Background: an optimization exercise with open tools, aiming at small area, a short achievable clock period and few clock cycles. Do not read the settings as production practice. The RTL was checked by simulation tests, not by an equivalence proof against the original design. Power is estimated from default activity; no workload was simulated.

==> flow/design.v <==
module STA(
	rst_n,
	clk,
	in_valid,
	delay,
	source,
	destination,
	out_valid,
	worst_delay,
	path
);
input			rst_n, clk, in_valid;
input	[3:0]	delay;
input	[3:0]	source;
input	[3:0]	destination;
output reg			out_valid;
output reg	[7:0]	worst_delay;
output reg	[3:0]	path;
integer u, v;
reg         s_idle;		 
reg         s_in;		 
reg         s_comp;		 
reg         s_out;		 
reg         s_last;		 
reg  [4:0]  cnt;		 
reg  [15:0] adj [0:15];
reg  [7:0]  val [0:15];
reg  [15:0] rdone;		 
reg         busy;
reg  [3:0]  cur;
reg  [15:0] rem;
reg         a_first;
reg         b_valid;
reg         b_first;
reg         b_last;
reg  [3:0]  b_cur;
reg  [3:0]  b_d;
reg  [15:0] b_lo;
reg  [15:0] b_hi;
reg         b_fw1;		 
reg         b_fw2;
reg  [7:0]  acc;
reg  [3:0]  best;
reg         wr_valid;
reg  [3:0]  wr_cur;
reg  [3:0]  wr_d;
reg  [7:0]  wr_acc;
reg  [3:0]  wr_best;
reg         iv_r;
reg  [3:0]  src_r;
reg  [3:0]  dst_r;
reg  [3:0]  dly_r;
always @(posedge clk or negedge rst_n) begin
	if (!rst_n) iv_r <= 1'b0;
	else        iv_r <= in_valid;
end
always @(posedge clk) begin
	src_r <= source;
	dst_r <= destination;
	dly_r <= delay;
end
wire idle = s_idle;
wire        last   = b_valid && b_last;
reg  [15:0] bl_dec;		 
always @(*) begin
	for (u = 0; u < 16; u = u + 1)
		bl_dec[u] = last && (b_cur == u);
end
wire [15:0] eff    = rem;
wire        issue  = busy;
reg  [15:0] rem_rev;
reg  [15:0] hi;
always @(*) begin
	for (v = 0; v < 16; v = v + 1)
		rem_rev[v] = eff[15 - v];
end
wire [15:0] hi_rev = rem_rev & (~rem_rev + 16'd1);
always @(*) begin
	for (v = 0; v < 16; v = v + 1)
		hi[v] = hi_rev[15 - v];
end
wire [15:0] lo     = eff & (~eff + 16'd1);
wire [15:0] rem_n  = rem & ~lo & ~hi;
wire        a_last = busy && (rem_n == 16'd0);
reg  [15:0] cur_dec;
reg  [3:0]  a_d;
always @(*) begin
	a_d = 4'd0;
	for (u = 0; u < 16; u = u + 1) begin
		cur_dec[u] = (cur == u);
		a_d = a_d | ({4{cur_dec[u]}} & val[u][3:0]);
	end
end
reg  [7:0]  hrd [0:15];
always @(*) begin
	for (v = 0; v < 16; v = v + 1)
		hrd[v] = (v == 0) ? 8'd0 : (v == 1) ? {4'd0, val[1][3:0]} : val[v];
end
wire [4:0]  hs_lo  = {1'b0, wr_acc[3:0]} + {1'b0, wr_d};
wire [3:0]  hs_hi1 = wr_acc[7:4] + 4'd1;
wire [7:0]  hsum   = {hs_lo[4] ? hs_hi1 : wr_acc[7:4], hs_lo[3:0]};
reg  [7:0]  hv1, hv2;
reg  [3:0]  e1, e2;
always @(*) begin
	hv1 = 8'd0;
	hv2 = 8'd0;
	e1 = 4'd0;
	e2 = 4'd0;
	for (v = 0; v < 16; v = v + 1) begin
		hv1 = hv1 | ({8{b_lo[v]}} & hrd[v]);
		hv2 = hv2 | ({8{b_hi[v]}} & hrd[v]);
		e1 = e1 | ({4{b_lo[v]}} & v[3:0]);
		e2 = e2 | ({4{b_hi[v]}} & v[3:0]);
	end
end
wire [7:0]  hx1    = b_fw1 ? hsum : hv1;
wire [7:0]  hx2    = b_fw2 ? hsum : hv2;
wire        c12    = (hx1 >= hx2);
wire        c1a    = b_first || (hx1 >= acc);
wire        c2a    = b_first || (hx2 >= acc);
wire        t1     = c12 && c1a;
wire        t2     = !c12 && c2a;
wire [7:0]  acc_n  = t1 ? hx1 : t2 ? hx2 : acc;
wire [3:0]  best_n = t1 ? e1 : t2 ? e2 : best;
wire [15:0] donex = rdone | 16'h0002;
wire        scan = s_comp || s_last;
reg  [15:0] esrc;
always @(*) begin
	for (u = 0; u < 16; u = u + 1)
		esrc[u] = iv_r && (src_r == u);
end
reg  [15:0] ready;
always @(*) begin
	for (u = 0; u < 16; u = u + 1)
		ready[u] = (u != 1) && !rdone[u] && !esrc[u] && ((adj[u] & ~donex) == 16'd0);
end
wire [15:0] psel = ready & (~ready + 16'd1);
wire        pick = scan && (!busy || a_last) && (ready != 16'd0);
reg  [3:0]  penc;
always @(*) begin
	penc = 4'd0;
	for (u = 0; u < 16; u = u + 1)
		penc = penc | ({4{psel[u]}} & u[3:0]);
end
wire [15:0] rsel = scan ? psel : rem;
reg  [15:0] row;
always @(*) begin
	row = 16'd0;
	for (u = 0; u < 16; u = u + 1)
		row = row | ({16{rsel[u]}} & adj[u]);
end
reg  [3:0] row_enc;
always @(*) begin
	row_enc = 4'd0;
	for (u = 0; u < 16; u = u + 1)
		row_enc = row_enc | ({4{row[u]}} & u[3:0]);
end
reg  [15:0] wr_dec;
reg  [15:0] best_dec;
always @(*) begin
	for (u = 0; u < 16; u = u + 1) begin
		wr_dec[u]   = wr_valid && (wr_cur == u);
		best_dec[u] = (wr_best == u);
	end
end
wire fin0 = wr_valid && (wr_cur == 4'd0);
always @(posedge clk or negedge rst_n) begin
	if (!rst_n) begin
		s_idle <= 1'b1;
		s_in <= 1'b0;
		s_comp <= 1'b0;
		s_out <= 1'b0;
		s_last <= 1'b0;
		cnt <= 5'd0;
		busy <= 1'b0;
		b_valid <= 1'b0;
		wr_valid <= 1'b0;
		out_valid <= 1'b0;
		worst_delay <= 8'd0;
		path <= 4'd0;
	end else begin
		b_valid <= issue;
		wr_valid <= last;
		if (pick) busy <= 1'b1;
		else if (a_last) busy <= 1'b0;
		if (s_idle) begin
			cnt <= 5'd0;
			if (iv_r) begin
				s_idle <= 1'b0;
				s_in <= 1'b1;
				cnt <= 5'd1;
			end
		end
		if (s_in) begin
			cnt <= cnt + 5'd1;
			s_last <= (cnt == 5'd30);
			if (s_last) begin
				s_in <= 1'b0;
				s_comp <= 1'b1;
			end
		end
		if (s_comp && fin0) begin
			s_comp <= 1'b0;
			s_out <= 1'b1;
			out_valid <= 1'b1;
			worst_delay <= hsum;
			path <= 4'd0;
		end
		if (s_out) begin
			worst_delay <= 8'd0;
			if (path == 4'd1) begin
				out_valid <= 1'b0;
				path <= 4'd0;
				s_out <= 1'b0;
				s_idle <= 1'b1;
			end else begin
				path <= row_enc;
			end
		end
	end
end
always @(posedge clk) begin
	rem <= (pick || s_out) ? row : fin0 ? 16'd1 : rem_n;
	b_lo <= lo;
	b_hi <= hi;
	b_fw1 <= ((lo & bl_dec) != 16'd0);
	b_fw2 <= ((hi & bl_dec) != 16'd0);
	b_last <= a_last;
	b_cur <= cur;
	b_d <= a_d;
	b_first <= a_first;
	if (pick) a_first <= 1'b1;
	else if (issue) a_first <= 1'b0;
	if (pick) cur <= penc;
	acc <= acc_n;
	best <= best_n;
	wr_cur <= b_cur;
	wr_d <= b_d;
	wr_acc <= acc_n;
	wr_best <= best_n;
end
always @(posedge clk) begin
	for (u = 0; u < 16; u = u + 1) begin
		if (idle) rdone[u] <= 1'b0;
		else if (pick && psel[u]) rdone[u] <= 1'b1;
	end
end
reg  [15:0] rw_sel, cl_sel, rw_keep;
always @(*) begin
	for (u = 0; u < 16; u = u + 1) begin
		rw_sel[u]  = s_comp ? wr_dec[u] : esrc[u];
		cl_sel[u]  = s_comp ? best_dec[u] : (dst_r == u);
		rw_keep[u] = !idle && !wr_dec[u];
	end
end
always @(posedge clk) begin
	for (u = 0; u < 16; u = u + 1) begin
		for (v = 0; v < 16; v = v + 1) begin
			if (u != 1 && v != 0 && u != v)
				adj[u][v] <= (rw_sel[u] && cl_sel[v]) || (rw_keep[u] && adj[u][v]);
			else
				adj[u][v] <= 1'b0;
		end
	end
end
wire [7:0]  vw_data = s_comp ? hsum : {4'd0, dly_r};
reg  [15:0] vw_en;
always @(*) begin
	for (u = 0; u < 16; u = u + 1)
		vw_en[u] = s_comp ? (wr_dec[u] && u != 0 && u != 1)
		                  : ((s_idle && u == 0) || (s_in && !cnt[4] && cnt[3:0] == u));
end
always @(posedge clk) begin
	for (u = 0; u < 16; u = u + 1)
		if (vw_en[u]) begin
			if (u < 2) val[u][3:0] <= vw_data[3:0];
			else val[u] <= vw_data;
		end
end
endmodule
export LEC_CHECK = 0
export ABC_AREA = 1
export CAP_MARGIN = 20
export CORE_MARGIN = 2
export CORE_UTILIZATION = 40
export CTS_CLUSTER_DIAMETER = 100
export CTS_CLUSTER_SIZE = 20
export SLEW_MARGIN = 20
create_clock -name core_clock -period 12.0 [get_ports {clk}]
standard.sh (not shown) runs the stock make flow with config.mk's settings and CLKGATE_MAP_FILE= SYNTH_SCRIPT=/design/flow/synth_recipe.tcl, a recipe that flattens the netlist after the stock synthesis.
==> flow/flow/run.sh <==
#!/bin/bash
# Standard layout (the standard.sh, unchanged synthesis and flow), with
# ORFS's timing repair asked to leave more setup slack than the 12 ns clock
# needs, so that it sizes up the critical paths. Constraints are unchanged.
set -euo pipefail
bash standard.sh SETUP_SLACK_MARGIN=8.4 finish > standard_flow.log 2>&1
The first run completed with no timing, DRC or antenna violations.
Testbench counts at the start, summed over its fixed seeds: cycles 76,625.
Next try:
--- a/flow/flow/run.sh
+++ b/flow/flow/run.sh
@@ -5,2 +5,2 @@
 set -euo pipefail
-bash standard.sh SETUP_SLACK_MARGIN=8.4 finish > standard_flow.log 2>&1
+bash standard.sh SETUP_SLACK_MARGIN=8.5 finish > standard_flow.log 2>&1
Effect: The new run ran to the end with no violations. Critical path depth came out lower by 8. Routed wire length came out higher slightly. Combinational power came out lower by a few percent. Worst hold slack stays flat. Worst setup slack gains 0.052 ns. Die area is unchanged. Via count is about the same. Maximum frequency came out higher slightly. Design area came out higher slightly.
Next try:
- PLACE_DENSITY: default -> 0.75
Synthesized cell count does not change.
Clock skew grows by 0.0053 ns.
Worst setup slack gets worse by 0.068 ns.
Wire length shrinks by about 9%.
Final area shrinks by 1.8%.
First-iteration DRC count grows by 33%.
Register-to-register slack gets worse by 0.11 ns.
Global-route usage shrinks by 3.0 points.

afterwards: timing with drivers on the ports:
How much do the figures lean on ideal ports? The routed layouts below were timed once more, with nothing changed but the port constraints.
Step 1 assumes that a clkbuf_16 drives the clock port and a buf_2 every other input.
Step 2 also shifts input and output timing later by t, the mid clock arrival at the registers, as if the neighbouring blocks saw the same clock.
Slacks: ideal ports / drivers / drivers and shift; pairs: ideal ports / drivers.
run	t, ns	setup slack, ns	worst hold slack (ns)	worst setup path after step 2	clock arrival spread, ns
the first run	0.666	8.398 / 8.391 / 8.398	0.333 / 0.333 / 0.333	register to register	0.035 / 0.036
the second run	0.689	8.450 / 8.379 / 8.499	0.332 / 0.332 / 0.332	register to register	0.035 / 0.035
the third run	0.669	8.382 / 8.321 / 8.392	0.331 / 0.331 / 0.331	register to register	0.033 / 0.032
After both steps every run listed still meets setup and hold.
